What follows belongs to an exercise in optimizing a design on an open flow for small area, a short achievable clock period and few clock cycles per item; a production flow would make more cautious choices.
Function was checked by simulation only, so behaviour that the tests miss may differ from the original.

$ cat flow/config.mk
export PLATFORM = sky130hd
export DESIGN_NAME = cpuops
export DESIGN_NICKNAME = cpuops
export VERILOG_FILES = /design/flow/design.v
export SDC_FILE = /design/flow/constraint.sdc
export NUM_CORES = 4
export LEC_CHECK = 0
export ABC_AREA = 1
export CAP_MARGIN = 20
export CORE_MARGIN = 2
export CORE_UTILIZATION = 40
export SETUP_SLACK_MARGIN = 5
export SLEW_MARGIN = 20
$ cat flow/constraint.sdc
create_clock -name core_clock -period 10.0 [get_ports {i_clk}]
set_input_delay 2.0000 -clock core_clock [delete_from_list [all_inputs] [get_ports {i_clk}]]
set_output_delay 2.0000 -clock core_clock [all_outputs]
set_load 0.01 [all_outputs]
$ cat flow/design.v
`default_nettype	none
module	slowmpy(i_clk, i_reset, i_stb, i_a, i_b, i_aux, o_busy,
		o_done, o_p, o_aux);
	parameter			LGNA = 6;
	parameter	[LGNA:0]	NA = 33;
	parameter	[0:0]		OPT_SIGNED = 1'b1;
	localparam	NB = NA;	 
	input	wire	i_clk, i_reset;
	input	wire	i_stb;
	input	wire	signed	[(NA-1):0]	i_a;
	input	wire	signed	[(NB-1):0]	i_b;
	input	wire				i_aux;
	output	reg				o_busy, o_done;
	output	reg	signed	[(NA+NB-1):0]	o_p;
	output	reg				o_aux;
	reg	[LGNA-1:0]	count;
	reg	[NA-1:0]	p_a;
	reg	[NB-1:0]	p_b;
	reg	[NA+NB-1:0]	partial;
	reg			aux;
	reg	almost_done;
	wire	pre_done;
	assign	pre_done = (count == 0);
	always @(posedge i_clk)
		almost_done <= (!i_reset)&&(o_busy)&&(pre_done);
	always @(posedge i_clk)
	if (i_reset)
	begin
		aux    <= 0;
		o_done <= 0;
		o_busy <= 0;
	end else if ((!o_busy)&&(i_stb))
	begin
		o_done <= 0;
		o_busy <= 1;
		aux    <= i_aux;
	end else if ((o_busy)&&(almost_done))
	begin
		o_done <= 1;
		o_busy <= 0;
	end else
		o_done <= 0;
	wire	[NA-1:0]	pwire;
	assign	pwire = (p_b[0] ? p_a : 0);
	always @(posedge i_clk)
	if (!o_busy)
	begin
		count <= NA[LGNA-1:0]-1;
		partial <= 0;
		p_a <= i_a;
		p_b <= i_b;
	end else begin
		p_b <= (p_b >> 1);
		partial[NB-2:0] <= partial[NB-1:1];
		if ((OPT_SIGNED)&&(pre_done))
			partial[NA+NB-1:NB-1] <= { 1'b0, partial[NA+NB-1:NB]} +
				{ 1'b0, pwire[NA-1], ~pwire[NA-2:0] };
		else if (OPT_SIGNED)
			partial[NA+NB-1:NB-1] <= {1'b0,partial[NA+NB-1:NB]} +
				{ 1'b0, !pwire[NA-1], pwire[NA-2:0] };
		else
			partial[NA+NB-1:NB-1] <= {1'b0, partial[NA+NB-1:NB]}
				+ ((p_b[0]) ? {1'b0,p_a} : 0);
		count <= count - 1;
	end
	always @(posedge i_clk)
	if (almost_done)
	begin
		if (OPT_SIGNED)
			o_p   <= partial[NA+NB-1:0]
				+ {1'b1,{(NA-2){1'b0}},1'b1, {(NB){1'b0}}};
		else
			o_p   <= partial[NA+NB-1:0];
		o_aux <= aux;
	end
endmodule
`default_nettype	none
module	mpyop(i_clk, i_reset, i_start, i_op, i_a, i_b, i_areg, o_busy, o_last,
		o_x, o_y, o_cin);
	localparam	ND = 6, NS = 3;
	localparam	NB = 12;	 
	localparam	R  = 8;	 
	localparam	SW = 45;	 
	input	wire		i_clk, i_reset, i_start;
	input	wire	[1:0]	i_op;	 
	input	wire	[31:0]	i_a, i_b;
	input	wire	[31:0]	i_areg;	 
	output	wire		o_busy;	 
	output	wire		o_last;	 
	output	wire	[31:0]	o_x, o_y;	 
	output	wire		o_cin;		 
	genvar	i;
	reg	[NS-1:0]	stage;
	reg			r_asgn;	 
	wire	[32:0]		r_a = { r_asgn, i_areg };
	reg	[32:0]		acc_s, acc_c;	 
	reg			lc;	 
	reg	[31:0]		bsh;	 
	reg			r_sgn, r_hi;
	reg	[ND-1:0]	d_one, d_two, d_neg;	 
	always @(posedge i_clk)
	if (i_reset)
		stage <= 0;
	else
		stage <= { stage[NS-2:0], i_start };
	assign	o_busy = |stage;
	assign	o_last = stage[NS-1];
	wire	nlast = stage[NS-2];	 
	wire	ext = r_sgn & bsh[R+NB-1];	 
	wire	[NB:0]	nchunk;
	generate for(i=0; i<NB; i=i+1)
	begin : NCHUNK
		if (i < R)
			assign nchunk[i+1] = (o_busy) ? bsh[NB+i] : i_b[i];
		else
			assign nchunk[i+1] = (o_busy)
					? ((nlast) ? ext : bsh[NB+i]) : i_b[i];
	end endgenerate
	assign	nchunk[0] = (o_busy) ? bsh[NB-1] : 1'b0;
	generate for(i=0; i<ND; i=i+1)
	begin : ENC
		wire	bm = nchunk[2*i];
		wire	b0 = nchunk[2*i+1];
		wire	b1 = nchunk[2*i+2];
		always @(posedge i_clk)
		begin
			d_one[i] <= b0 ^ bm;
			d_two[i] <= (b1 & !b0 & !bm) | (!b1 & b0 & bm);
			d_neg[i] <= b1;
		end
	end endgenerate
	wire	[33:0]	a_x1 = { r_a[32], r_a };
	wire	[33:0]	a_x2 = { r_a, 1'b0 };
	wire	[33:0]	pp0 = ({(34){d_one[0]}} & a_x1) | ({(34){d_two[0]}} & a_x2);
	wire	[33:0]	rw0 = pp0 ^ {(34){d_neg[0]}};
	wire	[33:0]	rx0 = { !rw0[33], rw0[32:0] };
	wire	[33:0]	pp1 = ({(34){d_one[1]}} & a_x1) | ({(34){d_two[1]}} & a_x2);
	wire	[33:0]	rw1 = pp1 ^ {(34){d_neg[1]}};
	wire	[33:0]	rx1 = { !rw1[33], rw1[32:0] };
	wire	[33:0]	pp2 = ({(34){d_one[2]}} & a_x1) | ({(34){d_two[2]}} & a_x2);
	wire	[33:0]	rw2 = pp2 ^ {(34){d_neg[2]}};
	wire	[33:0]	rx2 = { !rw2[33], rw2[32:0] };
	wire	[33:0]	pp3 = ({(34){d_one[3]}} & a_x1) | ({(34){d_two[3]}} & a_x2);
	wire	[33:0]	rw3 = pp3 ^ {(34){d_neg[3]}};
	wire	[33:0]	rx3 = { !rw3[33], rw3[32:0] };
	wire	[33:0]	pp4 = ({(34){d_one[4]}} & a_x1) | ({(34){d_two[4]}} & a_x2);
	wire	[33:0]	rw4 = pp4 ^ {(34){d_neg[4]}};
	wire	[33:0]	rx4 = { !rw4[33], rw4[32:0] };
	wire	[33:0]	pp5 = ({(34){d_one[5]}} & a_x1) | ({(34){d_two[5]}} & a_x2);
	wire	[33:0]	rw5 = pp5 ^ {(34){d_neg[5]}};
	wire	[33:0]	rx5 = { !rw5[33], rw5[32:0] };
	wire	first = stage[0];
	wire	[32:0]	s_in = (first) ? { 1'b1, 32'h0 } : acc_s;
	wire	[32:0]	c_in = (first) ? 33'h0 : acc_c;
	wire		lc_in = !first & lc;
	wire t1 = c_in[6] ^ d_neg[3];
	wire t2 = c_in[6] & d_neg[3];
	wire t3 = c_in[7] ^ s_in[7];
	wire t4 = c_in[7] & s_in[7];
	wire t5 = c_in[8] ^ d_neg[4] ^ s_in[8];
	wire t6 = (c_in[8] & d_neg[4]) | (c_in[8] & s_in[8]) | (d_neg[4] & s_in[8]);
	wire t7 = rx0[8] ^ rx1[6];
	wire t8 = rx0[8] & rx1[6];
	wire t9 = c_in[9] ^ s_in[9] ^ rx0[9];
	wire t10 = (c_in[9] & s_in[9]) | (c_in[9] & rx0[9]) | (s_in[9] & rx0[9]);
	wire t11 = rx1[7] ^ rx2[5];
	wire t12 = rx1[7] & rx2[5];
	wire t13 = c_in[10] ^ d_neg[5] ^ s_in[10];
	wire t14 = (c_in[10] & d_neg[5]) | (c_in[10] & s_in[10]) | (d_neg[5] & s_in[10]);
	wire t15 = rx0[10] ^ rx1[8] ^ rx2[6];
	wire t16 = (rx0[10] & rx1[8]) | (rx0[10] & rx2[6]) | (rx1[8] & rx2[6]);
	wire t17 = rx3[4] ^ rx4[2];
	wire t18 = rx3[4] & rx4[2];
	wire t19 = c_in[11] ^ s_in[11] ^ rx0[11];
	wire t20 = (c_in[11] & s_in[11]) | (c_in[11] & rx0[11]) | (s_in[11] & rx0[11]);
	wire t21 = rx1[9] ^ rx2[7] ^ rx3[5];
	wire t22 = (rx1[9] & rx2[7]) | (rx1[9] & rx3[5]) | (rx2[7] & rx3[5]);
	wire t23 = rx4[3] ^ rx5[1];
	wire t24 = rx4[3] & rx5[1];
	wire t25 = c_in[12] ^ s_in[12] ^ rx0[12];
	wire t26 = (c_in[12] & s_in[12]) | (c_in[12] & rx0[12]) | (s_in[12] & rx0[12]);
	wire t27 = rx1[10] ^ rx2[8] ^ rx3[6];
	wire t28 = (rx1[10] & rx2[8]) | (rx1[10] & rx3[6]) | (rx2[8] & rx3[6]);
	wire t29 = rx4[4] ^ rx5[2];
	wire t30 = rx4[4] & rx5[2];
	wire t31 = c_in[13] ^ s_in[13] ^ rx0[13];
	wire t32 = (c_in[13] & s_in[13]) | (c_in[13] & rx0[13]) | (s_in[13] & rx0[13]);
	wire t33 = rx1[11] ^ rx2[9] ^ rx3[7];
	wire t34 = (rx1[11] & rx2[9]) | (rx1[11] & rx3[7]) | (rx2[9] & rx3[7]);
	wire t35 = rx4[5] ^ rx5[3];
	wire t36 = rx4[5] & rx5[3];
	wire t37 = c_in[14] ^ s_in[14] ^ rx0[14];
	wire t38 = (c_in[14] & s_in[14]) | (c_in[14] & rx0[14]) | (s_in[14] & rx0[14]);
	wire t39 = rx1[12] ^ rx2[10] ^ rx3[8];
	wire t40 = (rx1[12] & rx2[10]) | (rx1[12] & rx3[8]) | (rx2[10] & rx3[8]);
	wire t41 = rx4[6] ^ rx5[4];
	wire t42 = rx4[6] & rx5[4];
	wire t43 = c_in[15] ^ s_in[15] ^ rx0[15];
	wire t44 = (c_in[15] & s_in[15]) | (c_in[15] & rx0[15]) | (s_in[15] & rx0[15]);
	wire t45 = rx1[13] ^ rx2[11] ^ rx3[9];
	wire t46 = (rx1[13] & rx2[11]) | (rx1[13] & rx3[9]) | (rx2[11] & rx3[9]);
	wire t47 = rx4[7] ^ rx5[5];
	wire t48 = rx4[7] & rx5[5];
	wire t49 = c_in[16] ^ s_in[16] ^ rx0[16];
	wire t50 = (c_in[16] & s_in[16]) | (c_in[16] & rx0[16]) | (s_in[16] & rx0[16]);
	wire t51 = rx1[14] ^ rx2[12] ^ rx3[10];
	wire t52 = (rx1[14] & rx2[12]) | (rx1[14] & rx3[10]) | (rx2[12] & rx3[10]);
	wire t53 = rx4[8] ^ rx5[6];
	wire t54 = rx4[8] & rx5[6];
	wire t55 = c_in[17] ^ s_in[17] ^ rx0[17];
	wire t56 = (c_in[17] & s_in[17]) | (c_in[17] & rx0[17]) | (s_in[17] & rx0[17]);
	wire t57 = rx1[15] ^ rx2[13] ^ rx3[11];
	wire t58 = (rx1[15] & rx2[13]) | (rx1[15] & rx3[11]) | (rx2[13] & rx3[11]);
	wire t59 = rx4[9] ^ rx5[7];
	wire t60 = rx4[9] & rx5[7];
	wire t61 = c_in[18] ^ s_in[18] ^ rx0[18];
	wire t62 = (c_in[18] & s_in[18]) | (c_in[18] & rx0[18]) | (s_in[18] & rx0[18]);
	wire t63 = rx1[16] ^ rx2[14] ^ rx3[12];
	wire t64 = (rx1[16] & rx2[14]) | (rx1[16] & rx3[12]) | (rx2[14] & rx3[12]);
	wire t65 = rx4[10] ^ rx5[8];
	wire t66 = rx4[10] & rx5[8];
	wire t67 = c_in[19] ^ s_in[19] ^ rx0[19];
	wire t68 = (c_in[19] & s_in[19]) | (c_in[19] & rx0[19]) | (s_in[19] & rx0[19]);
	wire t69 = rx1[17] ^ rx2[15] ^ rx3[13];
	wire t70 = (rx1[17] & rx2[15]) | (rx1[17] & rx3[13]) | (rx2[15] & rx3[13]);
	wire t71 = rx4[11] ^ rx5[9];
	wire t72 = rx4[11] & rx5[9];
	wire t73 = c_in[20] ^ s_in[20] ^ rx0[20];
	wire t74 = (c_in[20] & s_in[20]) | (c_in[20] & rx0[20]) | (s_in[20] & rx0[20]);
	wire t75 = rx1[18] ^ rx2[16] ^ rx3[14];
	wire t76 = (rx1[18] & rx2[16]) | (rx1[18] & rx3[14]) | (rx2[16] & rx3[14]);
	wire t77 = rx4[12] ^ rx5[10];
	wire t78 = rx4[12] & rx5[10];
	wire t79 = c_in[21] ^ s_in[21] ^ rx0[21];
	wire t80 = (c_in[21] & s_in[21]) | (c_in[21] & rx0[21]) | (s_in[21] & rx0[21]);
	wire t81 = rx1[19] ^ rx2[17] ^ rx3[15];
	wire t82 = (rx1[19] & rx2[17]) | (rx1[19] & rx3[15]) | (rx2[17] & rx3[15]);
	wire t83 = rx4[13] ^ rx5[11];
	wire t84 = rx4[13] & rx5[11];
	wire t85 = c_in[22] ^ s_in[22] ^ rx0[22];
	wire t86 = (c_in[22] & s_in[22]) | (c_in[22] & rx0[22]) | (s_in[22] & rx0[22]);
	wire t87 = rx1[20] ^ rx2[18] ^ rx3[16];
	wire t88 = (rx1[20] & rx2[18]) | (rx1[20] & rx3[16]) | (rx2[18] & rx3[16]);
	wire t89 = rx4[14] ^ rx5[12];
	wire t90 = rx4[14] & rx5[12];
	wire t91 = c_in[23] ^ s_in[23] ^ rx0[23];
	wire t92 = (c_in[23] & s_in[23]) | (c_in[23] & rx0[23]) | (s_in[23] & rx0[23]);
	wire t93 = rx1[21] ^ rx2[19] ^ rx3[17];
	wire t94 = (rx1[21] & rx2[19]) | (rx1[21] & rx3[17]) | (rx2[19] & rx3[17]);
	wire t95 = rx4[15] ^ rx5[13];
	wire t96 = rx4[15] & rx5[13];
	wire t97 = c_in[24] ^ s_in[24] ^ rx0[24];
	wire t98 = (c_in[24] & s_in[24]) | (c_in[24] & rx0[24]) | (s_in[24] & rx0[24]);
	wire t99 = rx1[22] ^ rx2[20] ^ rx3[18];
	wire t100 = (rx1[22] & rx2[20]) | (rx1[22] & rx3[18]) | (rx2[20] & rx3[18]);
	wire t101 = rx4[16] ^ rx5[14];
	wire t102 = rx4[16] & rx5[14];
	wire t103 = c_in[25] ^ s_in[25] ^ rx0[25];
	wire t104 = (c_in[25] & s_in[25]) | (c_in[25] & rx0[25]) | (s_in[25] & rx0[25]);
	wire t105 = rx1[23] ^ rx2[21] ^ rx3[19];
	wire t106 = (rx1[23] & rx2[21]) | (rx1[23] & rx3[19]) | (rx2[21] & rx3[19]);
	wire t107 = rx4[17] ^ rx5[15];
	wire t108 = rx4[17] & rx5[15];
	wire t109 = c_in[26] ^ s_in[26] ^ rx0[26];
	wire t110 = (c_in[26] & s_in[26]) | (c_in[26] & rx0[26]) | (s_in[26] & rx0[26]);
	wire t111 = rx1[24] ^ rx2[22] ^ rx3[20];
	wire t112 = (rx1[24] & rx2[22]) | (rx1[24] & rx3[20]) | (rx2[22] & rx3[20]);
	wire t113 = rx4[18] ^ rx5[16];
	wire t114 = rx4[18] & rx5[16];
	wire t115 = c_in[27] ^ s_in[27] ^ rx0[27];
	wire t116 = (c_in[27] & s_in[27]) | (c_in[27] & rx0[27]) | (s_in[27] & rx0[27]);
	wire t117 = rx1[25] ^ rx2[23] ^ rx3[21];
	wire t118 = (rx1[25] & rx2[23]) | (rx1[25] & rx3[21]) | (rx2[23] & rx3[21]);
	wire t119 = rx4[19] ^ rx5[17];
	wire t120 = rx4[19] & rx5[17];
	wire t121 = c_in[28] ^ s_in[28] ^ rx0[28];
	wire t122 = (c_in[28] & s_in[28]) | (c_in[28] & rx0[28]) | (s_in[28] & rx0[28]);
	wire t123 = rx1[26] ^ rx2[24] ^ rx3[22];
	wire t124 = (rx1[26] & rx2[24]) | (rx1[26] & rx3[22]) | (rx2[24] & rx3[22]);
	wire t125 = rx4[20] ^ rx5[18];
	wire t126 = rx4[20] & rx5[18];
	wire t127 = c_in[29] ^ s_in[29] ^ rx0[29];
	wire t128 = (c_in[29] & s_in[29]) | (c_in[29] & rx0[29]) | (s_in[29] & rx0[29]);
	wire t129 = rx1[27] ^ rx2[25] ^ rx3[23];
	wire t130 = (rx1[27] & rx2[25]) | (rx1[27] & rx3[23]) | (rx2[25] & rx3[23]);
	wire t131 = rx4[21] ^ rx5[19];
	wire t132 = rx4[21] & rx5[19];
	wire t133 = c_in[30] ^ s_in[30] ^ rx0[30];
	wire t134 = (c_in[30] & s_in[30]) | (c_in[30] & rx0[30]) | (s_in[30] & rx0[30]);
	wire t135 = rx1[28] ^ rx2[26] ^ rx3[24];
	wire t136 = (rx1[28] & rx2[26]) | (rx1[28] & rx3[24]) | (rx2[26] & rx3[24]);
	wire t137 = rx4[22] ^ rx5[20];
	wire t138 = rx4[22] & rx5[20];
	wire t139 = c_in[31] ^ s_in[31] ^ rx0[31];
	wire t140 = (c_in[31] & s_in[31]) | (c_in[31] & rx0[31]) | (s_in[31] & rx0[31]);
	wire t141 = rx1[29] ^ rx2[27] ^ rx3[25];
	wire t142 = (rx1[29] & rx2[27]) | (rx1[29] & rx3[25]) | (rx2[27] & rx3[25]);
	wire t143 = rx4[23] ^ rx5[21];
	wire t144 = rx4[23] & rx5[21];
	wire t145 = !(c_in[32] ^ s_in[32]);
	wire t146 = c_in[32] | s_in[32];
	wire t147 = rx0[32] ^ rx1[30] ^ rx2[28];
	wire t148 = (rx0[32] & rx1[30]) | (rx0[32] & rx2[28]) | (rx1[30] & rx2[28]);
	wire t149 = rx3[26] ^ rx4[24] ^ rx5[22];
	wire t150 = (rx3[26] & rx4[24]) | (rx3[26] & rx5[22]) | (rx4[24] & rx5[22]);
	wire t151 = rx0[33] ^ rx1[31] ^ rx2[29];
	wire t152 = (rx0[33] & rx1[31]) | (rx0[33] & rx2[29]) | (rx1[31] & rx2[29]);
	wire t153 = rx3[27] ^ rx4[25];
	wire t154 = rx3[27] & rx4[25];
	wire t155 = !(rx1[32] ^ rx2[30]);
	wire t156 = rx1[32] | rx2[30];
	wire t157 = c_in[0] ^ d_neg[0];
	wire t158 = c_in[0] & d_neg[0];
	wire t159 = c_in[2] ^ d_neg[1];
	wire t160 = c_in[2] & d_neg[1];
	wire t161 = c_in[3] ^ s_in[3];
	wire t162 = c_in[3] & s_in[3];
	wire t163 = c_in[4] ^ d_neg[2] ^ s_in[4];
	wire t164 = (c_in[4] & d_neg[2]) | (c_in[4] & s_in[4]) | (d_neg[2] & s_in[4]);
	wire t165 = rx0[4] ^ rx1[2];
	wire t166 = rx0[4] & rx1[2];
	wire t167 = c_in[5] ^ s_in[5] ^ rx0[5];
	wire t168 = (c_in[5] & s_in[5]) | (c_in[5] & rx0[5]) | (s_in[5] & rx0[5]);
	wire t169 = rx1[3] ^ rx2[1];
	wire t170 = rx1[3] & rx2[1];
	wire t171 = s_in[6] ^ t1 ^ rx0[6];
	wire t172 = (s_in[6] & t1) | (s_in[6] & rx0[6]) | (t1 & rx0[6]);
	wire t173 = rx1[4] ^ rx2[2] ^ rx3[0];
	wire t174 = (rx1[4] & rx2[2]) | (rx1[4] & rx3[0]) | (rx2[2] & rx3[0]);
	wire t175 = t2 ^ t3 ^ rx0[7];
	wire t176 = (t2 & t3) | (t2 & rx0[7]) | (t3 & rx0[7]);
	wire t177 = rx1[5] ^ rx2[3] ^ rx3[1];
	wire t178 = (rx1[5] & rx2[3]) | (rx1[5] & rx3[1]) | (rx2[3] & rx3[1]);
	wire t179 = t4 ^ rx2[4] ^ rx3[2];
	wire t180 = (t4 & rx2[4]) | (t4 & rx3[2]) | (rx2[4] & rx3[2]);
	wire t181 = rx4[0] ^ t5 ^ t7;
	wire t182 = (rx4[0] & t5) | (rx4[0] & t7) | (t5 & t7);
	wire t183 = rx3[3] ^ rx4[1] ^ t6;
	wire t184 = (rx3[3] & rx4[1]) | (rx3[3] & t6) | (rx4[1] & t6);
	wire t185 = t8 ^ t11 ^ t9;
	wire t186 = (t8 & t11) | (t8 & t9) | (t11 & t9);
	wire t187 = rx5[0] ^ t13 ^ t12;
	wire t188 = (rx5[0] & t13) | (rx5[0] & t12) | (t13 & t12);
	wire t189 = t17 ^ t10 ^ t15;
	wire t190 = (t17 & t10) | (t17 & t15) | (t10 & t15);
	wire t191 = t14 ^ t18 ^ t23;
	wire t192 = (t14 & t18) | (t14 & t23) | (t18 & t23);
	wire t193 = t16 ^ t19 ^ t21;
	wire t194 = (t16 & t19) | (t16 & t21) | (t19 & t21);
	wire t195 = t24 ^ t29 ^ t20;
	wire t196 = (t24 & t29) | (t24 & t20) | (t29 & t20);
	wire t197 = t22 ^ t25 ^ t27;
	wire t198 = (t22 & t25) | (t22 & t27) | (t25 & t27);
	wire t199 = t30 ^ t35 ^ t26;
	wire t200 = (t30 & t35) | (t30 & t26) | (t35 & t26);
	wire t201 = t28 ^ t31 ^ t33;
	wire t202 = (t28 & t31) | (t28 & t33) | (t31 & t33);
	wire t203 = t36 ^ t41 ^ t32;
	wire t204 = (t36 & t41) | (t36 & t32) | (t41 & t32);
	wire t205 = t34 ^ t37 ^ t39;
	wire t206 = (t34 & t37) | (t34 & t39) | (t37 & t39);
	wire t207 = t42 ^ t47 ^ t38;
	wire t208 = (t42 & t47) | (t42 & t38) | (t47 & t38);
	wire t209 = t40 ^ t43 ^ t45;
	wire t210 = (t40 & t43) | (t40 & t45) | (t43 & t45);
	wire t211 = t48 ^ t53 ^ t44;
	wire t212 = (t48 & t53) | (t48 & t44) | (t53 & t44);
	wire t213 = t46 ^ t49 ^ t51;
	wire t214 = (t46 & t49) | (t46 & t51) | (t49 & t51);
	wire t215 = t54 ^ t59 ^ t50;
	wire t216 = (t54 & t59) | (t54 & t50) | (t59 & t50);
	wire t217 = t52 ^ t55 ^ t57;
	wire t218 = (t52 & t55) | (t52 & t57) | (t55 & t57);
	wire t219 = t60 ^ t65 ^ t56;
	wire t220 = (t60 & t65) | (t60 & t56) | (t65 & t56);
	wire t221 = t58 ^ t61 ^ t63;
	wire t222 = (t58 & t61) | (t58 & t63) | (t61 & t63);
	wire t223 = t66 ^ t71 ^ t62;
	wire t224 = (t66 & t71) | (t66 & t62) | (t71 & t62);
	wire t225 = t64 ^ t67 ^ t69;
	wire t226 = (t64 & t67) | (t64 & t69) | (t67 & t69);
	wire t227 = t72 ^ t77 ^ t68;
	wire t228 = (t72 & t77) | (t72 & t68) | (t77 & t68);
	wire t229 = t70 ^ t73 ^ t75;
	wire t230 = (t70 & t73) | (t70 & t75) | (t73 & t75);
	wire t231 = t78 ^ t83 ^ t74;
	wire t232 = (t78 & t83) | (t78 & t74) | (t83 & t74);
	wire t233 = t76 ^ t79 ^ t81;
	wire t234 = (t76 & t79) | (t76 & t81) | (t79 & t81);
	wire t235 = t84 ^ t89 ^ t80;
	wire t236 = (t84 & t89) | (t84 & t80) | (t89 & t80);
	wire t237 = t82 ^ t85 ^ t87;
	wire t238 = (t82 & t85) | (t82 & t87) | (t85 & t87);
	wire t239 = t90 ^ t95 ^ t86;
	wire t240 = (t90 & t95) | (t90 & t86) | (t95 & t86);
	wire t241 = t88 ^ t91 ^ t93;
	wire t242 = (t88 & t91) | (t88 & t93) | (t91 & t93);
	wire t243 = t96 ^ t101 ^ t92;
	wire t244 = (t96 & t101) | (t96 & t92) | (t101 & t92);
	wire t245 = t94 ^ t97 ^ t99;
	wire t246 = (t94 & t97) | (t94 & t99) | (t97 & t99);
	wire t247 = t102 ^ t107 ^ t100;
	wire t248 = (t102 & t107) | (t102 & t100) | (t107 & t100);
	wire t249 = t98 ^ t103 ^ t105;
	wire t250 = (t98 & t103) | (t98 & t105) | (t103 & t105);
	wire t251 = t108 ^ t113 ^ t104;
	wire t252 = (t108 & t113) | (t108 & t104) | (t113 & t104);
	wire t253 = t106 ^ t109 ^ t111;
	wire t254 = (t106 & t109) | (t106 & t111) | (t109 & t111);
	wire t255 = t114 ^ t119 ^ t110;
	wire t256 = (t114 & t119) | (t114 & t110) | (t119 & t110);
	wire t257 = t112 ^ t115 ^ t117;
	wire t258 = (t112 & t115) | (t112 & t117) | (t115 & t117);
	wire t259 = t120 ^ t125 ^ t116;
	wire t260 = (t120 & t125) | (t120 & t116) | (t125 & t116);
	wire t261 = t118 ^ t121 ^ t123;
	wire t262 = (t118 & t121) | (t118 & t123) | (t121 & t123);
	wire t263 = t126 ^ t131 ^ t122;
	wire t264 = (t126 & t131) | (t126 & t122) | (t131 & t122);
	wire t265 = t124 ^ t127 ^ t129;
	wire t266 = (t124 & t127) | (t124 & t129) | (t127 & t129);
	wire t267 = t132 ^ t137 ^ t128;
	wire t268 = (t132 & t137) | (t132 & t128) | (t137 & t128);
	wire t269 = t130 ^ t133 ^ t135;
	wire t270 = (t130 & t133) | (t130 & t135) | (t133 & t135);
	wire t271 = t138 ^ t143 ^ t134;
	wire t272 = (t138 & t143) | (t138 & t134) | (t143 & t134);
	wire t273 = t136 ^ t139 ^ t141;
	wire t274 = (t136 & t139) | (t136 & t141) | (t139 & t141);
	wire t275 = t145 ^ t144 ^ t140;
	wire t276 = (t145 & t144) | (t145 & t140) | (t144 & t140);
	wire t277 = t142 ^ t147 ^ t149;
	wire t278 = (t142 & t147) | (t142 & t149) | (t147 & t149);
	wire t279 = t146 ^ rx5[23] ^ t153;
	wire t280 = (t146 & rx5[23]) | (t146 & t153) | (rx5[23] & t153);
	wire t281 = t148 ^ t150 ^ t151;
	wire t282 = (t148 & t150) | (t148 & t151) | (t150 & t151);
	wire t283 = rx3[28] ^ rx4[26] ^ rx5[24];
	wire t284 = (rx3[28] & rx4[26]) | (rx3[28] & rx5[24]) | (rx4[26] & rx5[24]);
	wire t285 = t154 ^ t155 ^ t152;
	wire t286 = (t154 & t155) | (t154 & t152) | (t155 & t152);
	wire t287 = rx1[33] ^ rx2[31] ^ rx3[29];
	wire t288 = (rx1[33] & rx2[31]) | (rx1[33] & rx3[29]) | (rx2[31] & rx3[29]);
	wire t289 = rx4[27] ^ rx5[25] ^ t156;
	wire t290 = (rx4[27] & rx5[25]) | (rx4[27] & t156) | (rx5[25] & t156);
	wire t291 = !(rx2[32] ^ rx3[30]);
	wire t292 = rx2[32] | rx3[30];
	wire t293 = rx4[28] ^ rx5[26];
	wire t294 = rx4[28] & rx5[26];
	wire t295 = rx2[33] ^ rx3[31] ^ rx4[29];
	wire t296 = (rx2[33] & rx3[31]) | (rx2[33] & rx4[29]) | (rx3[31] & rx4[29]);
	wire t297 = !(rx3[32] ^ rx4[30]);
	wire t298 = rx3[32] | rx4[30];
	wire t299 = lc_in ^ s_in[0];
	wire t300 = lc_in & s_in[0];
	wire t301 = c_in[1] ^ s_in[1] ^ t158;
	wire t302 = (c_in[1] & s_in[1]) | (c_in[1] & t158) | (s_in[1] & t158);
	wire t303 = s_in[2] ^ t159 ^ rx0[2];
	wire t304 = (s_in[2] & t159) | (s_in[2] & rx0[2]) | (t159 & rx0[2]);
	wire t305 = t160 ^ t161 ^ rx0[3];
	wire t306 = (t160 & t161) | (t160 & rx0[3]) | (t161 & rx0[3]);
	wire t307 = t162 ^ rx2[0] ^ t163;
	wire t308 = (t162 & rx2[0]) | (t162 & t163) | (rx2[0] & t163);
	wire t309 = t164 ^ t166 ^ t169;
	wire t310 = (t164 & t166) | (t164 & t169) | (t166 & t169);
	wire t311 = t170 ^ t168 ^ t171;
	wire t312 = (t170 & t168) | (t170 & t171) | (t168 & t171);
	wire t313 = t172 ^ t174 ^ t175;
	wire t314 = (t172 & t174) | (t172 & t175) | (t174 & t175);
	wire t315 = t176 ^ t178 ^ t179;
	wire t316 = (t176 & t178) | (t176 & t179) | (t178 & t179);
	wire t317 = t180 ^ t183 ^ t182;
	wire t318 = (t180 & t183) | (t180 & t182) | (t183 & t182);
	wire t319 = t184 ^ t187 ^ t186;
	wire t320 = (t184 & t187) | (t184 & t186) | (t187 & t186);
	wire t321 = t188 ^ t191 ^ t190;
	wire t322 = (t188 & t191) | (t188 & t190) | (t191 & t190);
	wire t323 = t192 ^ t194 ^ t195;
	wire t324 = (t192 & t194) | (t192 & t195) | (t194 & t195);
	wire t325 = t196 ^ t198 ^ t199;
	wire t326 = (t196 & t198) | (t196 & t199) | (t198 & t199);
	wire t327 = t200 ^ t202 ^ t203;
	wire t328 = (t200 & t202) | (t200 & t203) | (t202 & t203);
	wire t329 = t204 ^ t206 ^ t207;
	wire t330 = (t204 & t206) | (t204 & t207) | (t206 & t207);
	wire t331 = t208 ^ t210 ^ t211;
	wire t332 = (t208 & t210) | (t208 & t211) | (t210 & t211);
	wire t333 = t212 ^ t214 ^ t215;
	wire t334 = (t212 & t214) | (t212 & t215) | (t214 & t215);
	wire t335 = t216 ^ t218 ^ t219;
	wire t336 = (t216 & t218) | (t216 & t219) | (t218 & t219);
	wire t337 = t220 ^ t222 ^ t223;
	wire t338 = (t220 & t222) | (t220 & t223) | (t222 & t223);
	wire t339 = t224 ^ t226 ^ t227;
	wire t340 = (t224 & t226) | (t224 & t227) | (t226 & t227);
	wire t341 = t228 ^ t230 ^ t231;
	wire t342 = (t228 & t230) | (t228 & t231) | (t230 & t231);
	wire t343 = t232 ^ t234 ^ t235;
	wire t344 = (t232 & t234) | (t232 & t235) | (t234 & t235);
	wire t345 = t236 ^ t238 ^ t239;
	wire t346 = (t236 & t238) | (t236 & t239) | (t238 & t239);
	wire t347 = t240 ^ t242 ^ t243;
	wire t348 = (t240 & t242) | (t240 & t243) | (t242 & t243);
	wire t349 = t244 ^ t246 ^ t247;
	wire t350 = (t244 & t246) | (t244 & t247) | (t246 & t247);
	wire t351 = t248 ^ t250 ^ t251;
	wire t352 = (t248 & t250) | (t248 & t251) | (t250 & t251);
	wire t353 = t252 ^ t254 ^ t255;
	wire t354 = (t252 & t254) | (t252 & t255) | (t254 & t255);
	wire t355 = t256 ^ t258 ^ t259;
	wire t356 = (t256 & t258) | (t256 & t259) | (t258 & t259);
	wire t357 = t260 ^ t262 ^ t263;
	wire t358 = (t260 & t262) | (t260 & t263) | (t262 & t263);
	wire t359 = t264 ^ t266 ^ t267;
	wire t360 = (t264 & t266) | (t264 & t267) | (t266 & t267);
	wire t361 = t268 ^ t270 ^ t271;
	wire t362 = (t268 & t270) | (t268 & t271) | (t270 & t271);
	wire t363 = t272 ^ t274 ^ t275;
	wire t364 = (t272 & t274) | (t272 & t275) | (t274 & t275);
	wire t365 = t276 ^ t279 ^ t278;
	wire t366 = (t276 & t279) | (t276 & t278) | (t279 & t278);
	wire t367 = t283 ^ t280 ^ t282;
	wire t368 = (t283 & t280) | (t283 & t282) | (t280 & t282);
	wire t369 = t284 ^ t287 ^ t289;
	wire t370 = (t284 & t287) | (t284 & t289) | (t287 & t289);
	wire t371 = t291 ^ t293 ^ t288;
	wire t372 = (t291 & t293) | (t291 & t288) | (t293 & t288);
	wire t373 = rx5[27] ^ t292 ^ t294;
	wire t374 = (rx5[27] & t292) | (rx5[27] & t294) | (t292 & t294);
	wire t375 = rx5[28] ^ t297;
	wire t376 = rx5[28] & t297;
	wire t377 = rx3[33] ^ rx4[31] ^ rx5[29];
	wire t378 = (rx3[33] & rx4[31]) | (rx3[33] & rx5[29]) | (rx4[31] & rx5[29]);
	wire t379 = !(rx4[32] ^ rx5[30]);
	wire t380 = rx4[32] | rx5[30];
	wire t381 = t157 ^ t299;
	wire t382 = t157 & t299;
	wire t383 = t300 ^ rx0[1] ^ t301;
	wire t384 = (t300 & rx0[1]) | (t300 & t301) | (rx0[1] & t301);
	wire t385 = rx1[0] ^ t302 ^ t303;
	wire t386 = (rx1[0] & t302) | (rx1[0] & t303) | (t302 & t303);
	wire t387 = rx1[1] ^ t304 ^ t305;
	wire t388 = (rx1[1] & t304) | (rx1[1] & t305) | (t304 & t305);
	wire t389 = t165 ^ t306 ^ t307;
	wire t390 = (t165 & t306) | (t165 & t307) | (t306 & t307);
	wire t391 = t167 ^ t308 ^ t309;
	wire t392 = (t167 & t308) | (t167 & t309) | (t308 & t309);
	wire t393 = t173 ^ t310 ^ t311;
	wire t394 = (t173 & t310) | (t173 & t311) | (t310 & t311);
	wire t395 = t177 ^ t312 ^ t313;
	wire t396 = (t177 & t312) | (t177 & t313) | (t312 & t313);
	wire t397 = t181 ^ t314 ^ t315;
	wire t398 = (t181 & t314) | (t181 & t315) | (t314 & t315);
	wire t399 = t316 ^ t185 ^ t317;
	wire t400 = (t316 & t185) | (t316 & t317) | (t185 & t317);
	wire t401 = t189 ^ t318 ^ t319;
	wire t402 = (t189 & t318) | (t189 & t319) | (t318 & t319);
	wire t403 = t193 ^ t320 ^ t321;
	wire t404 = (t193 & t320) | (t193 & t321) | (t320 & t321);
	wire t405 = t197 ^ t322 ^ t323;
	wire t406 = (t197 & t322) | (t197 & t323) | (t322 & t323);
	wire t407 = t201 ^ t324 ^ t325;
	wire t408 = (t201 & t324) | (t201 & t325) | (t324 & t325);
	wire t409 = t205 ^ t326 ^ t327;
	wire t410 = (t205 & t326) | (t205 & t327) | (t326 & t327);
	wire t411 = t209 ^ t328 ^ t329;
	wire t412 = (t209 & t328) | (t209 & t329) | (t328 & t329);
	wire t413 = t213 ^ t330 ^ t331;
	wire t414 = (t213 & t330) | (t213 & t331) | (t330 & t331);
	wire t415 = t217 ^ t332 ^ t333;
	wire t416 = (t217 & t332) | (t217 & t333) | (t332 & t333);
	wire t417 = t221 ^ t334 ^ t335;
	wire t418 = (t221 & t334) | (t221 & t335) | (t334 & t335);
	wire t419 = t225 ^ t336 ^ t337;
	wire t420 = (t225 & t336) | (t225 & t337) | (t336 & t337);
	wire t421 = t229 ^ t338 ^ t339;
	wire t422 = (t229 & t338) | (t229 & t339) | (t338 & t339);
	wire t423 = t233 ^ t340 ^ t341;
	wire t424 = (t233 & t340) | (t233 & t341) | (t340 & t341);
	wire t425 = t237 ^ t342 ^ t343;
	wire t426 = (t237 & t342) | (t237 & t343) | (t342 & t343);
	wire t427 = t241 ^ t344 ^ t345;
	wire t428 = (t241 & t344) | (t241 & t345) | (t344 & t345);
	wire t429 = t245 ^ t346 ^ t347;
	wire t430 = (t245 & t346) | (t245 & t347) | (t346 & t347);
	wire t431 = t249 ^ t348 ^ t349;
	wire t432 = (t249 & t348) | (t249 & t349) | (t348 & t349);
	wire t433 = t253 ^ t350 ^ t351;
	wire t434 = (t253 & t350) | (t253 & t351) | (t350 & t351);
	wire t435 = t257 ^ t352 ^ t353;
	wire t436 = (t257 & t352) | (t257 & t353) | (t352 & t353);
	wire t437 = t261 ^ t354 ^ t355;
	wire t438 = (t261 & t354) | (t261 & t355) | (t354 & t355);
	wire t439 = t265 ^ t356 ^ t357;
	wire t440 = (t265 & t356) | (t265 & t357) | (t356 & t357);
	wire t441 = t269 ^ t358 ^ t359;
	wire t442 = (t269 & t358) | (t269 & t359) | (t358 & t359);
	wire t443 = t273 ^ t360 ^ t361;
	wire t444 = (t273 & t360) | (t273 & t361) | (t360 & t361);
	wire t445 = t277 ^ t362 ^ t363;
	wire t446 = (t277 & t362) | (t277 & t363) | (t362 & t363);
	wire t447 = t281 ^ t364 ^ t365;
	wire t448 = (t281 & t364) | (t281 & t365) | (t364 & t365);
	wire t449 = t285 ^ t366 ^ t367;
	wire t450 = (t285 & t366) | (t285 & t367) | (t366 & t367);
	wire t451 = t286 ^ t369 ^ t368;
	wire t452 = (t286 & t369) | (t286 & t368) | (t369 & t368);
	wire t453 = t290 ^ t371 ^ t370;
	wire t454 = (t290 & t371) | (t290 & t370) | (t371 & t370);
	wire t455 = t295 ^ t373 ^ t372;
	wire t456 = (t295 & t373) | (t295 & t372) | (t373 & t372);
	wire t457 = t296 ^ t374 ^ t375;
	wire t458 = (t296 & t374) | (t296 & t375) | (t374 & t375);
	wire t459 = t298 ^ t376 ^ t377;
	wire t460 = (t298 & t376) | (t298 & t377) | (t376 & t377);
	wire t461 = t379 ^ t378;
	wire t462 = t379 & t378;
	wire t463 = rx4[33] ^ rx5[31] ^ t380;
	wire t464 = (rx4[33] & rx5[31]) | (rx4[33] & t380) | (rx5[31] & t380);
	wire t465 = !rx5[32];
	wire	[SW-1:0]	tx = { 1'b0, rx5[32], t465, t462, t461, t458, t457, t455, t453, t450, t448, t446, t444, t442, t440, t438, t436, t434, t432, t430, t428, t426, t424, t422, t420, t418, t416, t414, t412, t410, t408, t406, t404, t402, t400, t398, t396, t394, t392, t390, t388, t386, t384, t382, rx0[0] };
	wire	[SW-1:0]	ty = { 1'b0, rx5[33], t464, t463, t460, t459, t456, t454, t452, t451, t449, t447, t445, t443, t441, t439, t437, t435, t433, t431, t429, t427, t425, t423, t421, t419, t417, t415, t413, t411, t409, t407, t405, t403, t401, t399, t397, t395, t393, t391, t389, t387, t385, t383, t381 };
	wire	[R:0]	lowa = { 1'b0, tx[R-1:0] } + { 1'b0, ty[R-1:0] };
	wire	[NB:0]	lows = { 1'b0, tx[NB-1:0] } + { 1'b0, ty[NB-1:0] };
	always @(posedge i_clk)
	begin
		acc_s <= tx[SW-1:NB];
		acc_c <= ty[SW-1:NB];
		lc    <= lows[NB];
	end
	always @(posedge i_clk)
	if (!o_busy)
	begin
		r_asgn <= i_op[0] & i_a[31];
		bsh   <= i_b;
		r_sgn <= i_op[0];
		r_hi  <= i_op[1];
	end else
		bsh   <= { lows[NB-1:0], bsh[31:NB] };
	assign	o_x = (r_hi) ? tx[R+31:R] : { lowa[R-1:0], bsh[31:R] };
	assign	o_y = (r_hi) ? ty[R+31:R] : 32'h0;
	assign	o_cin = r_hi & lowa[R];
endmodule
`default_nettype	none
module	cpuops(i_clk,i_reset, i_stb, i_op, i_a, i_b, o_c, o_f, o_valid,
			o_busy);
	input	wire	i_clk, i_reset, i_stb;
	input	wire	[3:0]	i_op;
	input	wire	[31:0]	i_a, i_b;
	output	wire	[31:0]	o_c;
	output	wire	[3:0]	o_f;
	output	reg		o_valid;
	output	wire		o_busy;
	reg	[31:0]	r_x, r_y;
	reg		r_cin;
	reg		r_add, r_sub, r_csh, pre_sign, set_ovfl, keep_sgn_on_ovfl;
	wire	this_is_a_multiply_op;
	assign	this_is_a_multiply_op = (i_stb)&&((i_op[3:1]==3'h5)||(i_op[3:0]==4'hc));
	wire		mpybusy, mpylast, mpy_cin;
	wire	[31:0]	mpy_x, mpy_y;
	mpyop	thempy(i_clk, i_reset, this_is_a_multiply_op, i_op[1:0],
		i_a, i_b, r_x, mpybusy, mpylast, mpy_x, mpy_y, mpy_cin);
	wire	[31:0]	next_x, next_y;
	wire		next_cin, next_csh;
	aluop	thealu(mpybusy, mpylast, i_op, i_a, i_b, mpy_x, mpy_y, mpy_cin,
			r_x, next_x, next_y, next_cin, next_csh);
	always @(posedge i_clk)
	begin
		r_x   <= next_x;
		r_y   <= next_y;
		r_cin <= next_cin;
		r_csh <= next_csh;
		r_add <= !mpybusy && (i_op == 4'h2);
		r_sub <= !mpybusy && (i_op == 4'h0);
		pre_sign <= i_a[31];
		set_ovfl <= !mpybusy && (((i_op==4'h0)&&(i_a[31] != i_b[31]))
			||((i_op==4'h2)&&(i_a[31] == i_b[31]))
			||(i_op == 4'h6)
			||(i_op == 4'h5));
		keep_sgn_on_ovfl <= !mpybusy &&
			(((i_op==4'h0)&&(i_a[31] != i_b[31]))
			||((i_op==4'h2)&&(i_a[31] == i_b[31])));
	end
	wire	[33:0]	osum = { 1'b0, r_x, r_cin } + { 1'b0, r_y, r_cin };
	assign	o_c = osum[32:1];
	wire	carry = osum[33];
	wire	[31:0]	zk = { r_x[30:0] | r_y[30:0], r_cin };
	wire	z = &((r_x ^ r_y) ~^ zk);
	assign	o_busy = mpybusy;
	wire	n = (o_c[31]);
	wire	v = (set_ovfl)&&(pre_sign != o_c[31]);
	wire	vx = (keep_sgn_on_ovfl)&&(pre_sign != o_c[31]);
	wire	c = (r_add & carry) | (r_sub & !carry) | r_csh;
	assign	o_f = { v, n^vx, c, z };
	always @(posedge i_clk)
	if (i_reset)
		o_valid <= 1'b0;
	else
		o_valid <=((i_stb)&&(!this_is_a_multiply_op))||(mpylast);
endmodule
module	aluop(i_busy, i_last, i_op, i_a, i_b, i_mx, i_my, i_mcin, i_hold,
		o_x, o_y, o_cin, o_csh);
	input	wire		i_busy, i_last;
	input	wire	[3:0]	i_op;
	input	wire	[31:0]	i_a, i_b;
	input	wire	[31:0]	i_mx, i_my;
	input	wire		i_mcin;
	input	wire	[31:0]	i_hold;
	output	wire	[31:0]	o_x, o_y;
	output	wire		o_cin, o_csh;
	genvar	k;
	wire	[31:0]	a_rev, b_rev;
	generate for(k=0; k<32; k=k+1)
	begin : REV
		assign	a_rev[k] = i_a[31-k];
		assign	b_rev[k] = i_b[31-k];
	end endgenerate
	wire		lsl  = i_op[1] & !i_op[0];
	wire		fill = i_op[1] & i_op[0] & i_a[31];
	wire		kill = |i_b[31:6];
	wire	[32:0]	sh_in = { (lsl) ? a_rev : i_a, 1'b0 };
	wire	signed	[33:0]	sh_x = { fill, sh_in };
	wire	[33:0]	sh_y = sh_x >>> i_b[5:0];
	wire	[32:0]	sh_r = (kill) ? {(33){fill}} : sh_y[32:0];
	wire	[31:0]	sh_rev;
	generate for(k=0; k<32; k=k+1)
	begin : SREV
		assign	sh_rev[k] = sh_r[32-k];
	end endgenerate
	wire	alu = !i_busy;
	wire	op_arith = alu && (i_op[3:2] == 2'b00) && !i_op[0];  
	wire	sub      = !i_op[1];
	wire	op_rsh   = alu && (i_op[3:2] == 2'b01) && i_op[0];   
	wire	op_lsl   = alu && (i_op == 4'h6);
	reg	t3, t2h, t1h, t2l, t1l, lg;
	always @(*)
	begin
		{ lg, t3, t2h, t1h, t2l, t1l } = 6'b0;
		case(i_op)
		4'h0, 4'h2:
		      { lg, t3, t2h, t1h, t2l, t1l } = 6'b11_10_10;
		4'h1: { lg, t3, t2h, t1h, t2l, t1l } = 6'b11_00_00;
		4'h3: { lg, t3, t2h, t1h, t2l, t1l } = 6'b11_11_11;
		4'h4: { lg, t3, t2h, t1h, t2l, t1l } = 6'b10_11_11;
		4'h9: { lg, t3, t2h, t1h, t2l, t1l } = 6'b11_10_01;
		4'ha, 4'hb, 4'hc:
		      { lg, t3, t2h, t1h, t2l, t1l } = 6'b11_10_10;
		4'hd, 4'he, 4'hf:
		      { lg, t3, t2h, t1h, t2l, t1l } = 6'b11_01_01;
		default: { lg, t3, t2h, t1h, t2l, t1l } = 6'b0;
		endcase
	end
	wire	op_brev = alu && (i_op == 4'h8);
	wire	op_logic = alu && lg;
	wire	[31:0]	t2 = { {(16){t2h}}, {(16){t2l}} };
	wire	[31:0]	t1 = { {(16){t1h}}, {(16){t1l}} };
	wire	[31:0]	logic_r = ({(32){t3}} & i_a & i_b) | (t2 & i_a & ~i_b)
			| (t1 & ~i_a & i_b);
	assign	o_x = ({(32){op_rsh}} & sh_r[32:1])
			| ({(32){op_lsl}} & sh_rev)
			| ({(32){op_logic}} & logic_r)
			| ({(32){op_brev}} & b_rev)
			| ({(32){i_last}} & i_mx)
			| ({(32){i_busy && !i_last}} & i_hold);
	assign	o_y = ({(32){op_arith}} & (i_b ^ {(32){sub}}))
			| ({(32){i_last}} & i_my);
	assign	o_cin = (op_arith & sub) | (i_last & i_mcin);
	assign	o_csh = (op_rsh | op_lsl) & sh_r[0];
endmodule
$ cat flow/flow/run.sh
#!/bin/bash
# The standard layout, with the port buffers made of plain buffers
# (sky130_fd_sc_hd__buf_4) instead of the delay cell buffer_ports picks,
# and timing repair free to resize them. The make log goes to standard_flow.log.
set -euo pipefail
bash standard.sh MATCH_CELL_FOOTPRINT=0 "BUFFER_PORTS_ARGS=-buffer_cell sky130_fd_sc_hd__buf_4" finish > standard_flow.log 2>&1
$ cat flow/standard.sh
#!/bin/bash
# synth_recipe.tcl (not shown) runs the flow's synth.tcl, then flattens the netlist and writes it again
# the make line also repeats each setting of config.mk as NAME=value (left out here)
make -C /OpenROAD-flow-scripts/flow DESIGN_CONFIG=/design/flow/config.mk WORK_HOME=/design/flow/orfs CLKGATE_MAP_FILE= SYNTH_SCRIPT=/design/flow/synth_recipe.tcl "${@:-finish}"
==> results of run 1 <==
==> cell usage in the layout (no fill, tap or decap), drive strengths merged, types with 123 or more instances in the layout <==
cell,count
a21oi,123
buf,177
dfxtp,182
fa,192
inv,471
nand2,516
nand3,331
nor2,141
o22ai,208
xor2,239
==> final cells by class <==
| class | count | area, µm² |
|---|---|---|
| clock buffer | 17 | 425 |
| clock inverter | 15 | 178 |
| fill | 5663 | 30300 |
| inverter | 499 | 2010 |
| multi-input combinational | 2202 | 15900 |
| sequential | 185 | 3750 |
| tap | 704 | 881 |
| timing repair buffer | 177 | 1400 |
| timing repair inverter | 2 | 15.0 |
==> logic make-up (layout without fill, tap and decap cells) <==
logic type      Yosys count  after routing
simple gates           1068           1068
buf+inv                 693            710
compound gates          577            577
fa+ha+maj               308            308
xor+xnor                249            249
flops                   185            185
==> sequential cells by signal (all words and copies together) (netlist names) <==
signal / count
o_valid: 1
thempy.d_neg: 2
r_add: 1
r_sub: 1
r_cin: 1
r_csh: 1
thempy.acc_c: 32
thempy.lc: 1
set_ovfl: 1
thempy.bsh: 28
thempy.d_two: 6
thempy.d_one: 6
keep_sgn_on_ovfl: 1
thempy.stage: 3
pre_sign: 1
r_x: 32
r_y: 32
thempy.r_hi: 1
thempy.r_asgn: 1
thempy.acc_s: 32
thempy.r_sgn: 1
==> repair_timing <==
item / 4_1_cts / 5_1_grt
setup buffers: 24 / 15
pin swaps: 1 / 2
resized for setup: 63 / 55
cloned: 2 / 0
setup endpoints to repair: 36 / 39
==> worst paths after layout <==
check / from / end / slack (ns) / cells after the start
hold reg to reg: thempy.bsh[31]$_DFF_P_ / thempy.bsh[19]$_DFF_P_ / 0.48 / 2
setup reg to reg: thempy.bsh[3]$_DFF_P_ / r_x[21]$_DFF_P_ / 5.07 / 14
setup / recovery: thempy.bsh[3]$_DFF_P_ / r_x[21]$_DFF_P_ / 5.07 / 14
hold / removal: thempy.bsh[31]$_DFF_P_ / thempy.bsh[19]$_DFF_P_ / 0.48 / 2
==> layer usage <==
layer	vias to the layer above	part of all wire, %	GRT usage, %	routed length (µm)
li1	10100	-	-	-
met1	11100	41	48.3	41400
met2	1589	43	53.6	43200
met3	271	11	5.88	10700
met4	2	6.0	18.1	6050
met5	-	0.014	0	14
==> critical path, stage by stage, from the launching register on <==
cell and delay, ns:
dfxtp_1 0.30, buf_4 0.21, inv_2 0.59, xor2_1 0.26, fa_1 0.47, fa_1 0.43, inv_1 0.09, fa_1 0.44
fa_1 0.57, a22oi_1 0.42, o21ai_1 0.27, a21oi_1 0.23, nand2_1 0.13, a21oi_1 0.12, nand2_1 0.18
==> through the flow <==
stage               cell area [µm²]  setup slack, ns  instances
detailed placement            23200             4.76       3728
finish                        24600             5.07       3801
global placement              23200             4.70       3727
floorplan                     22100             5.72       3080
CTS                           24200             4.96       3786
global route                  24600             4.94       3801
==> results.sh, run 1 <==
export IMPL_synth_area_um2=22100
export IMPL_antenna_found_initial=3
export IMPL_arrival_ns=5.22
export IMPL_yosys_warnings=3
export IMPL_endpoint_kind="register"
export IMPL_synth_compound_area_share_pct=16.0
export IMPL_synth_top_cells_by_count="510 x nand2_1, 485 x inv_1, 331 x nand3_1"
export IMPL_hold_buffers=0
export IMPL_cap_violations=0
export IMPL_cts_root_buf="clkbuf_16"
export IMPL_clk_latency_ns=0.47
export IMPL_gp_congestion=1.08
export IMPL_routedWlPerCell_um=26.7
export IMPL_synth_top_area_cell="fa_1"
export IMPL_slew_headroom_pct=30.0
export IMPL_fin_hold_ws_ns=0.484
export IMPL_seq_area_frac_synth_pct=16.9
export IMPL_synth_xor_xnor_area_share_pct=9.88
export IMPL_synthCells=3080
export IMPL_drv_slew=0
export IMPL_rows=86
export IMPL_utilization_pct=44.7
export IMPL_initial_utilization_pct=40.2
export IMPL_coreArea_um2=54900
export IMPL_cts_buffer_depth=2
export IMPL_crit_fanout=23
export IMPL_dieWidth_um=239
export IMPL_cts_buffers=17
export IMPL_rsz0062_at_grt="true"
export IMPL_hold_viol=0
export IMPL_port_buffers=108
export IMPL_cts_tree="done"
export IMPL_nets=3463
export IMPL_fin_worst_skew_ns=0.0211
export IMPL_grt_pass1_vias=22100
export IMPL_dr_pass1_iters=7
export IMPL_drc=0
export IMPL_crit_type="reg2reg"
export IMPL_routed_wl_um=101000
export IMPL_yosys_top_cells_area="fa_1 17%, dfxtp_1 17%, xor2_1 9.5%, nand2_1 8.7%, inv_1 8.2%"
export IMPL_synth_ff_type="dfxtp_1"
export IMPL_status="finished clean"
export IMPL_synth_nets=3459
export IMPL_startpoint_type="register"
export IMPL_fmax_mhz=203
export IMPL_die_area_um2=57100
export IMPL_synthSimpleGateAreaFrac_pct=21.0
export IMPL_io_pins=109
export IMPL_grt_pass1_wl_um=147000
export IMPL_grtUsageTotal_pct=35.3
export IMPL_layout_drive_gt1_share_pct=10.8
export IMPL_min_period_ns=4.93
export IMPL_vias=23100
export IMPL_ys_ff_latch=185
export IMPL_htree_levels=4
export IMPL_synth_most_common_cell="nand2_1"
export IMPL_synth_top_family_by_area="adder cells"
export IMPL_tightest_slew_ns=1.05
export IMPL_synth_adder_area_share_pct=24.0
export IMPL_synth_cell_types=50
export IMPL_first_iter_violations=2986
export IMPL_syn_avg_cell_area_um2=7.17
export IMPL_setup_tns_final_ns=0
export IMPL_synthArstFlopShare_pct=0
export IMPL_hpwl_um=79400
export IMPL_routed_via_density=6.08
export IMPL_overflow=0
export IMPL_setup_violations=0
export IMPL_grt_start_max_net_pins=54
export IMPL_hold_path_class="reg2reg"
export IMPL_synth_edf_count=3
export IMPL_cts_sink_count=185
export IMPL_min_period_over_period_pct=49.3
export IMPL_clk_pin_slew_worst_paths_ns=0.08
export IMPL_diodes=0
export IMPL_die_h_um=239
export IMPL_area_delta_synth_final_pct=11.2
export IMPL_synthMuxAreaShare_pct=0
export IMPL_synth_top_area_share_pct=17.4
export IMPL_postRouteAntennaNets=0
export IMPL_cp_required_ns=10.29
Testbench counts, summed over its fixed seeds: cycles 28,765, items 16,384.
==> run 2, diff against run 1 <==
--- a/flow/config.mk
+++ b/flow/config.mk
@@ -9,5 +9,5 @@
 export CAP_MARGIN = 20
 export CORE_MARGIN = 2
 export CORE_UTILIZATION = 40
-export SETUP_SLACK_MARGIN = 5
+export SETUP_SLACK_MARGIN = 4.5
 export SLEW_MARGIN = 20
==> results.sh, run 2 <==
export IMPL_synth_edf_count=3
export IMPL_slew_headroom_pct=29.1
export IMPL_antenna_found_initial=3
export IMPL_dieWidth_um=239
export IMPL_setup_violations=0
export IMPL_die_area_um2=57100
export IMPL_die_h_um=239
export IMPL_cts_tree="done"
export IMPL_routedWlPerCell_um=26.5
export IMPL_coreArea_um2=54900
export IMPL_overflow=0
export IMPL_critPathTopFamily="compound AO/OA/AOI/OAI gates"
export IMPL_hpwl_um=79400
export IMPL_layout_cells_non_filler=3776
export IMPL_rows=86
export IMPL_grtUsageTotal_pct=35.1
export IMPL_r2r_slack_ns=4.75
export IMPL_arrival_ns=3.34
export IMPL_worst_slack_ns=4.66
export IMPL_seq_area_frac_synth_pct=16.9
export IMPL_fin_worst_skew_ns=0.0155
export IMPL_hold_path_class="reg2reg"
export IMPL_hold_viol=0
export IMPL_synth_top_area_share_pct=17.4
export IMPL_layout_commonest_cell="nand2_1"
export IMPL_status="finished clean"
export IMPL_ys_ff_latch=185
export IMPL_crit_slowest_cell="dfxtp_1"
export IMPL_fillCellCount=5710
export IMPL_synth_area_um2=22100
export IMPL_grt_pass1_vias=21900
export IMPL_cap_violations=0
export IMPL_drv_slew=0
export IMPL_synth_top_area_cell="fa_1"
export IMPL_yosys_top_cells_area="fa_1 17%, dfxtp_1 17%, xor2_1 9.5%, nand2_1 8.7%, inv_1 8.2%"
export IMPL_syn_avg_cell_area_um2=7.17
export IMPL_crit_type="reg2out"
export IMPL_cp_required_ns=8.00
export IMPL_rsz0062_at_grt="true"
export IMPL_first_iter_violations=3100
export IMPL_min_period_ns=5.34
export IMPL_tightest_slew_ns=1.06
export IMPL_grt_pass1_wl_um=146000
export IMPL_drc=0
export IMPL_dr_pass1_iters=7
export IMPL_clk_latency_ns=0.47
export IMPL_cp_num_buf_inv=2
export IMPL_htree_levels=4
export IMPL_io_pins=109
export IMPL_setup_tns_final_ns=0
export IMPL_yosys_warnings=3
export IMPL_routed_wl_um=100000
export IMPL_pre_cts_slack_ns=4.76
export IMPL_endpoint_kind="primary output"
export IMPL_port_buffers=108
export IMPL_area_delta_synth_final_pct=8.77
export IMPL_crit_fanout=6
export IMPL_min_period_over_period_pct=53.4
export IMPL_synth_most_common_cell="nand2_1"
export IMPL_dpl_cell_count=3728
export IMPL_path_cells="clkinvlp_4 -> ha_1 -> nand2_1 -> nand3_1 -> a21oi_1 -> o21bai_1 -> nand3_1 -> nand2_1 -> a21oi_1 -> xor2_1 -> buf_4"
export IMPL_diodes=0
export IMPL_clk_pin_slew_worst_paths_ns=0.08
export IMPL_synthCells=3080
export IMPL_synth_nets=3459
export IMPL_routed_via_density=6.03
export IMPL_layout_drive_gt1_share_pct=7.91
export IMPL_cts_sink_count=185
export IMPL_gp_congestion=1.08
export IMPL_cts_root_buf="clkbuf_16"
export IMPL_synth_ff_type="dfxtp_1"
export IMPL_fmax_mhz=187
export IMPL_grt_start_max_net_pins=54
export IMPL_startpoint_type="register"
export IMPL_cts_buffer_depth=2
export IMPL_synthArstFlopShare_pct=0
export IMPL_nets=3438
export IMPL_synth_cell_types=50
export IMPL_hold_buffers=0
export IMPL_synth_top_cells_by_count="510 x nand2_1, 485 x inv_1, 331 x nand3_1"
export IMPL_critical_path_max_stage_delay_ns=0.51
export IMPL_postRouteAntennaNets=0
export IMPL_layout_common_cells="510 x nand2_1, 470 x inv_1, 331 x nand3_1"
export IMPL_cts_buffers=17
export IMPL_initial_utilization_pct=40.2
export IMPL_vias=22800
## run 2: worst register-to-register path: cells and delay by family, from the launching register on
| kind | cells | cell delay [ns] |
|---|---|---|
| and+or+nand+nor | 2 | 0.31 |
| AOI/OAI and AO/OA | 4 | 1.16 |
| adders and majority gates | 4 | 1.97 |
| buffers and inverters | 3 | 0.56 |
| xor gates and xnor gates | 1 | 0.28 |
| DFF | 1 | 0.81 |
## run 2: layout make-up
| type | count | area, µm² | share of cell area, % |
|---|---|---|---|
| Clock inverter | 15 | 178 | 0.740 |
| Sequential cell | 185 | 3740 | 15.6 |
| Tap cell | 704 | 881 | 3.67 |
| Timing Repair Buffer | 154 | 1180 | 4.93 |
| Multi-Input combinational cell | 2202 | 15700 | 65.3 |
| Inverter | 499 | 1920 | 8.00 |
| Clock buffer | 17 | 425 | 1.77 |
## run 2: routing by layer
metal  track usage, %  wire, µm
met2             52.9     42700
met3             6.28     10400
met5                0        14
met4             18.7      6130
met1             47.6     40900
## run 2: final timing paths
| kind | start | endpoint | cells past startpoint |
|---|---|---|---|
| max | r_x[1]$_DFF_P_ | o_c[22] | 11 |
| min | thempy.bsh[31]$_DFF_P_ | thempy.bsh[19]$_DFF_P_ | 2 |
| max reg2reg | thempy.bsh[5]$_DFF_P_ | r_x[21]$_DFF_P_ | 14 |
| min reg2reg | thempy.bsh[31]$_DFF_P_ | thempy.bsh[19]$_DFF_P_ | 2 |
## run 2: stage by stage
stage	hold WS, ns	instance area, µm²	utilization, %
6_report	0.479	24000	43.8
5_1_grt	0.492	24000	43.8
4_1_cts	0.482	23800	43.4
3_5_place_dp	0.461	23200	42.3
3_3_place_gp	0.456	23200	42.2
2_1_floorplan	0.428	22100	-
## run 2: timing repair
item                                   4_1_cts  5_1_grt
pin swaps                                    0        0
endpoints found under the hold margin        0        0
setup endpoints to repair                    9       13
buffers inserted                             0       15
gates resized for setup                      1       22
## run 2: kinds of logic after synthesis
family / share of synthesized area [%]
AOI/OAI and AO/OA: 16.0
xor gates and xnor gates: 9.88
adders and majority gates: 24.0
buffers and inverters: 12.2
DFF: 16.9
and+or+nand+nor: 21.0
==> run 3, diff against run 2 <==
==> flow/flow/run.sh (replaced) <==
#!/bin/bash
# The standard layout, with the port buffers made of plain buffers
# (sky130_fd_sc_hd__buf_1) instead of the delay cell buffer_ports picks,
# and timing repair free to resize them. The make log goes to standard_flow.log.
set -euo pipefail
bash standard.sh MATCH_CELL_FOOTPRINT=0 "BUFFER_PORTS_ARGS=-buffer_cell sky130_fd_sc_hd__buf_1" finish > standard_flow.log 2>&1
--- a/flow/config.mk
+++ b/flow/config.mk
@@ -9,5 +9,5 @@
 export CAP_MARGIN = 20
 export CORE_MARGIN = 2
 export CORE_UTILIZATION = 40
-export SETUP_SLACK_MARGIN = 4.5
+export SETUP_SLACK_MARGIN = 5
 export SLEW_MARGIN = 20
==> results.sh, run 3 <==
export IMPL_arrival_ns=5.29
export IMPL_drc=0
export IMPL_worstSetupStartpoint="thempy.bsh[5]$_DFF_P_"
export IMPL_layout_commonest_cell="nand2_1"
export IMPL_antenna_found_initial=1
export IMPL_cts_buffers=17
export IMPL_layout_drive_gt1_share_pct=7.46
export IMPL_syn_avg_cell_area_um2=7.17
export IMPL_rows=86
export IMPL_htree_levels=4
export IMPL_dpl_cell_count=3730
export IMPL_startpoint_type="register"
export IMPL_crit_fanout=27
export IMPL_seq_area_frac_synth_pct=16.9
export IMPL_dr_pass1_iters=7
export IMPL_rsz0062_at_grt="true"
export IMPL_routedWlPerCell_um=24.8
export IMPL_endpoint_kind="register"
export IMPL_hold_viol=0
export IMPL_top_usage_layer="met2"
export IMPL_layout_cells_non_filler=3801
export IMPL_postRouteAntennaNets=0
export IMPL_layout_common_cells="510 x nand2_1, 451 x inv_1, 330 x nand3_1"
export IMPL_ys_ff_latch=185
export IMPL_setup_violations=0
export IMPL_setup_tns_final_ns=0
export IMPL_gp_congestion=1.02
export IMPL_hpwl_um=72900
export IMPL_dieWidth_um=239
export IMPL_initial_utilization_pct=40.2
export IMPL_min_period_ns=4.95
export IMPL_area_delta_synth_final_pct=9.32
export IMPL_cts_tree="done"
export IMPL_synth_edf_count=3
export IMPL_fillCellCount=5765
export IMPL_fmax_mhz=202
export IMPL_nets=3461
export IMPL_critical_path_max_stage_delay_ns=0.67
export IMPL_grt_util_met2_pct=49.5
export IMPL_die_area_um2=57100
export IMPL_cap_violations=0
export IMPL_io_pins=109
export IMPL_routed_wl_um=94300
export IMPL_timing_rr_start="thempy.bsh[5]$_DFF_P_"
export IMPL_grt_use_met3_pct=7.24
export IMPL_synth_top_cells_by_count="510 x nand2_1, 485 x inv_1, 331 x nand3_1"
export IMPL_synth_cell_types=50
export IMPL_synthCells=3080
export IMPL_synth_most_common_cell="nand2_1"
export IMPL_cts_sink_count=185
export IMPL_clk_latency_ns=0.48
export IMPL_hold_path_class="reg2reg"
export IMPL_grtUsageTotal_pct=33.0
export IMPL_drv_slew=0
export IMPL_slew_headroom_pct=32.9
export IMPL_yosys_warnings=3
export IMPL_status="finished clean"
export IMPL_yosys_top_cells_area="fa_1 17%, dfxtp_1 17%, xor2_1 9.5%, nand2_1 8.7%, inv_1 8.2%"
export IMPL_fin_worst_skew_ns=0.0150
export IMPL_grt_pass1_vias=21200
export IMPL_overflow=0
export IMPL_synth_ff_type="dfxtp_1"
export IMPL_crit_type="reg2reg"
export IMPL_crit_slowest_cell="dfxtp_1"
export IMPL_first_iter_violations=2996
export IMPL_grt_start_max_net_pins=55
export IMPL_min_period_over_period_pct=49.5
export IMPL_cts_buffer_depth=2
export IMPL_coreArea_um2=54900
export IMPL_cp_required_ns=10.34
## run 3: changes by cell type in the layout (fill, tap and decap cells not counted), moves of 13 or more
| cell | previous run | this run |
|---|---|---|
| buf_1 | 0 | 108 |
| buf_4 | 152 | 66 |
| clkinvlp_4 | 13 | 37 |
| ha_1 | 108 | 88 |
| inv_1 | 470 | 451 |
| dfxtp_1 | 179 | 164 |
| dfxtp_2 | 2 | 16 |
| ha_4 | 0 | 13 |
## run 3: path summary, 6_finish.rpt
kind | end | depth (start not counted) | slack (ns)
setup / recovery | r_x[18]$_DFF_P_ | 13 | 5.05
hold / removal | thempy.bsh[12]$_DFF_P_ | 2 | 0.48
setup reg to reg | r_x[18]$_DFF_P_ | 13 | 5.05
hold reg to reg | thempy.bsh[12]$_DFF_P_ | 2 | 0.48
## run 3: layout make-up
type / instances / area, µm² / area share [%]
Timing Repair inverter: 1 / 7.51 / 0.0311
Sequential cell: 185 / 3760 / 15.6
Multi-Input combinational cell: 2202 / 15900 / 66.1
Tap cell: 704 / 881 / 3.65
Clock buffer: 18 / 429 / 1.78
Antenna cell: 2 / 5.00 / 0.0207
Inverter: 499 / 2000 / 8.28
Clock inverter: 14 / 163 / 0.674
Timing Repair Buffer: 176 / 940 / 3.89
## run 3: critical path: cells and delay by family (launching register included)
kind | cells | cell delay (ns)
compound gates | 3 | 0.82
fa+ha+maj | 4 | 2.05
xor+xnor | 1 | 0.31
buf+inv | 2 | 0.57
simple gates | 3 | 0.35
flops | 1 | 0.67
## run 3: repair_timing
| item | CTS | global route |
|---|---|---|
| setup endpoints to repair | 28 | 42 |
| gates resized for setup | 63 | 54 |
| hold buffers | 0 | 0 |
| gates cloned | 0 | 1 |
| setup buffers | 27 | 9 |
| pin swaps | 0 | 2 |
## run 3: layer usage
metal,up-vias,wire [µm]
met1,10700,38100
met5,-,18
li1,10100,-
met4,2,5620
met2,1421,40300
met3,248,10300
## run 3: metrics by stage
| stage | util (%) | worst slack, ns | area (µm²) | hold slack [ns] |
|---|---|---|---|---|
| after global placement | 41.5 | 4.96 | 22800 | 0.454 |
| after detailed placement | 41.6 | 4.97 | 22800 | 0.455 |
| after floorplan | - | 5.72 | 22100 | 0.428 |
| after global routing | 44.0 | 4.96 | 24100 | 0.510 |
| after CTS | 43.4 | 4.95 | 23800 | 0.474 |
| final | 44.0 | 5.05 | 24100 | 0.478 |
## run 3: cell families after synthesis
logic type | Yosys count | synth area share (%)
and+or+nand+nor | 1068 | 21.0
buffers and inverters | 693 | 12.2
AOI/OAI and AO/OA | 577 | 16.0
adders and majority gates | 308 | 24.0
xor gates and xnor gates | 249 | 9.88
DFF | 185 | 16.9

re-timing with driven ports:
In the flow no input, the clock included, has a driving cell. The finished layouts below were timed again as built, in two steps. Step 1 assumes that a clkbuf_16 drives the clock port and a buf_2 every other input. Step 2 moves the port delays by t, midway between the first and last clock arrival at a register: inputs arrive t later, outputs are due t later. That takes back most of the time a late clock gives input paths. Slacks: no drivers / after step 1 / after step 2; pairs: no drivers / after step 1.
run	t, ns	slack for setup (ns)	worst setup path at the end	cell pins on the clock port's net
run 1	0.514	5.069 / 5.054 / 5.069	register to register	1
run 2	0.518	4.657 / 4.602 / 4.748	register to register	1
run 3	0.533	5.049 / 5.040 / 5.049	register to register	1
After both steps setup and hold are still met in every run listed.
